What follows belongs to an exercise in optimizing a design on an open flow for small area; a production flow would make more cautious choices.
RTL that was checked went through simulation tests only; none was proved equivalent to the original.
The clock port is modelled as an ideal driver; clocking choices that lean on that would not hold on a real chip.
Power is estimated from default activity; no workload was simulated.

## fjord
Design uart_top, start of the top module:
module uart_top (
    input  clk,
    input  rst,
    input  rx,
    output tx,
    input  tx_wr_en,
    input  [7:0] tx_wr_data,
    input  rx_rd_en,
    output reg [7:0] rx_rd_data,
    output tx_full,
    output rx_empty
);
Size: roughly 180 flip-flops, about 24 I/O pins.
==> module fifo_sync, before the edit <==
module fifo_sync (
    input  clk,
    input  rst,
    input  wr_en,
    input  rd_en,
    input  [7:0] data_in,
    output [7:0] data_out,
    output full,
    output empty
);
reg [7:0] mem [0:7];
reg [3:0] count;
assign full  = count[3];
assign empty = (count == 4'd0);
reg [7:0] head;
integer j;
always @* begin
    head = 8'd0;
    for (j = 0; j < 8; j = j + 1)
        head = head | ({8{count[2:0] == ((j + 1) % 8)}} & mem[j]);
end
assign data_out = head;
wire do_wr = wr_en & ~full;
wire do_rd = rd_en & ~empty;
wire do_wr_hi = do_wr & count[2];
integer i;
always @(posedge clk) begin
    if (do_wr) begin
        mem[0] <= data_in;
        for (i = 1; i < 4; i = i + 1)
            mem[i] <= mem[i-1];
    end
    if (do_wr_hi) begin
        for (i = 4; i < 8; i = i + 1)
            mem[i] <= mem[i-1];
    end
end
always @(posedge clk) begin
    if (rst)
        count <= 4'd0;
    else if (do_wr & ~do_rd)
        count <= count + 4'd1;
    else if (do_rd & ~do_wr)
        count <= count - 4'd1;
end
endmodule
==> flow/config.mk <==
export PLATFORM = sky130hd
export DESIGN_NAME = uart_top
export DESIGN_NICKNAME = uart_top
export VERILOG_FILES = /design/flow/design.v
export SDC_FILE = /design/flow/constraint.sdc
export NUM_CORES = 4
export LEC_CHECK = 0
export CAP_MARGIN = 5
export CORE_MARGIN = 2
export CORE_UTILIZATION = 40
export GPL_TIMING_DRIVEN = 0
export SLEW_MARGIN = 5
==> flow/constraint.sdc <==
create_clock -name core_clock -period 20.0 [get_ports {clk}]
set_input_delay 4.0000 -clock core_clock [delete_from_list [all_inputs] [get_ports {clk}]]
set_output_delay 4.0000 -clock core_clock [all_outputs]
set_load 0.01 [all_outputs]
standard.sh (not shown) runs the stock make flow with config.mk's settings and CLKGATE_MAP_FILE= SYNTH_SCRIPT=/design/flow/synth_recipe.tcl, a recipe that flattens the netlist after the stock synthesis.
==> flow/flow/run.sh <==
#!/bin/bash
# The standard layout (standard.sh) with these changes:
#  - synthesis maps logic with an area-oriented ABC script (abc_area.script)
#    in place of ORFS's speed script; the rest of synthesis is the standard flow's own
#    script, so registers keep their names and cell types
#  - each port gets the smallest buffer, sky130_fd_sc_hd__buf_1
#  - clock tree synthesis uses clkbuf_8 and no dummy loads; after it,
#    clk_resize.tcl swaps each clock buffer for a smaller clock buffer where
#    the estimated slew at its loads stays under CLK_SLEW_LIMIT_PS
# Each step's output goes to a log of its own in this folder.
set -euo pipefail
W="$(cd "$(dirname "$0")/.." && pwd)"
cd "$W"
{
  echo "proc abc {args} {"
  echo "  set i [lsearch \$args -script]"
  echo "  if {\$i >= 0} { lset args [expr {\$i + 1}] $W/flow/abc_area.script }"
  echo "  yosys abc {*}\$args"
  echo "}"
  cat synth_recipe.tcl
} > flow_synth.tcl
sed "s#SYNTH_SCRIPT=[^ ]*#SYNTH_SCRIPT=$W/flow_synth.tcl#" standard.sh > flow_standard.sh
grep -q "SYNTH_SCRIPT=$W/flow_synth.tcl" flow_standard.sh
export BUFFER_PORTS_ARGS="-buffer_cell sky130_fd_sc_hd__buf_1"
export CTS_ARGS="-sink_clustering_enable -repair_clock_nets -dont_use_dummy_load -buf_list sky130_fd_sc_hd__clkbuf_8"
bash flow_standard.sh cts > flow_1_to_cts.log 2>&1
CLK_RESULTS="$W/orfs/results/$FLOW_PLATFORM/uart_top/base" CLK_SLEW_LIMIT_PS=122 \
  openroad -no_init -exit flow/clk_resize.tcl > flow_clk_resize.log 2>&1
bash flow_standard.sh > flow_2_to_finish.log 2>&1
Other scripts of this flow, unchanged in this note and not shown: flow/flow/abc_area.script, flow/flow/clk_resize.tcl
fjord: done, clean on timing, DRC and antenna
Edits applied to the flow inputs when going from fjord to maple:
-- flow/design.v --
<<< fjord, line 24
wire do_wr = wr_en & ~full;
wire do_rd = rd_en & ~empty;
wire do_wr_hi = do_wr & count[2];
integer i;
always @(posedge clk) begin
    if (do_wr) begin
        mem[0] <= data_in;
        for (i = 1; i < 4; i = i + 1)
            mem[i] <= mem[i-1];
    end
    if (do_wr_hi) begin
        for (i = 4; i < 8; i = i + 1)
            mem[i] <= mem[i-1];
    end
>>> maple, line 24
wire do_wr = wr_en & ~full;
wire do_rd = rd_en & ~empty;
integer i;
always @(posedge clk) begin
    if (do_wr) begin
        mem[0] <= data_in;
        for (i = 1; i < 8; i = i + 1)
            mem[i] <= mem[i-1];
    end
Findings:
Going from fjord to maple, non-clock inverter instance count of the final layout grows by 3.
fjord has a higher sum of net half-perimeters after detailed placement than maple.
Width of the die, maple and fjord: lower on maple
maple does better than fjord on final design area excluding fillers.
maple falls short of fjord in remaining max-slew budget at the tightest pin.
Combinational power (maple / fjord): 0.945
Against fjord, maple comes in 1.2 points lower on basic-gate share of the synthesized area counting and, or, nand and nor cells.
Overall power of the completed layout for maple: 4.4 uW up relative to fjord
Going from fjord to maple, clock power decreased by about 3% relative to the old numbers; delay of the slowest cell on the worst path now smaller; aggregate global-route resource usage shrank by 0.24 points; post-route worst setup slack rose 310 ps.
Worst setup path startpoint: rx_fifo.count[0]$_SDFFE_PP0P_ -> fjord, tx_wr_en -> maple
The RTL of fjord was laid out without a check of its function.

[afterwards: timing with drivers on the ports]
How much do the figures lean on ideal ports? The routed layouts below were timed once more, with nothing changed but the port constraints.
Step 1 sets driving cells, clkbuf_16 on the clock port and buf_2 on the other inputs (assumed; they add their load-dependent delay and slew).
Step 2 adds t to the input delays and takes it off the output delays; t is the mean of the earliest and latest rising clock arrival at the registers after step 1. Input paths then give back, and output paths get back, about the clock's delay inside the block.
Slacks: no drivers / after step 1 / after step 2; pairs: no drivers / after step 1.
run | t (ns) | setup WS [ns] | hold WS [ns] | clock arrival spread, ns | worst register clock-pin slew, ns
fjord | 0.467 | 13.559 / 13.520 / 13.977 | 0.427 / 0.427 / 0.427 | 0.035 / 0.035 | 0.11 / 0.11
maple | 0.457 | 13.871 / 13.883 / 13.426 | 0.423 / 0.423 / 0.423 | 0.040 / 0.040 | 0.12 / 0.12
After both steps setup and hold are still met in every run listed. For maple, which loses most, drivers alone change the setup slack by +0.012 ns; drivers and shift together by -0.445 ns.
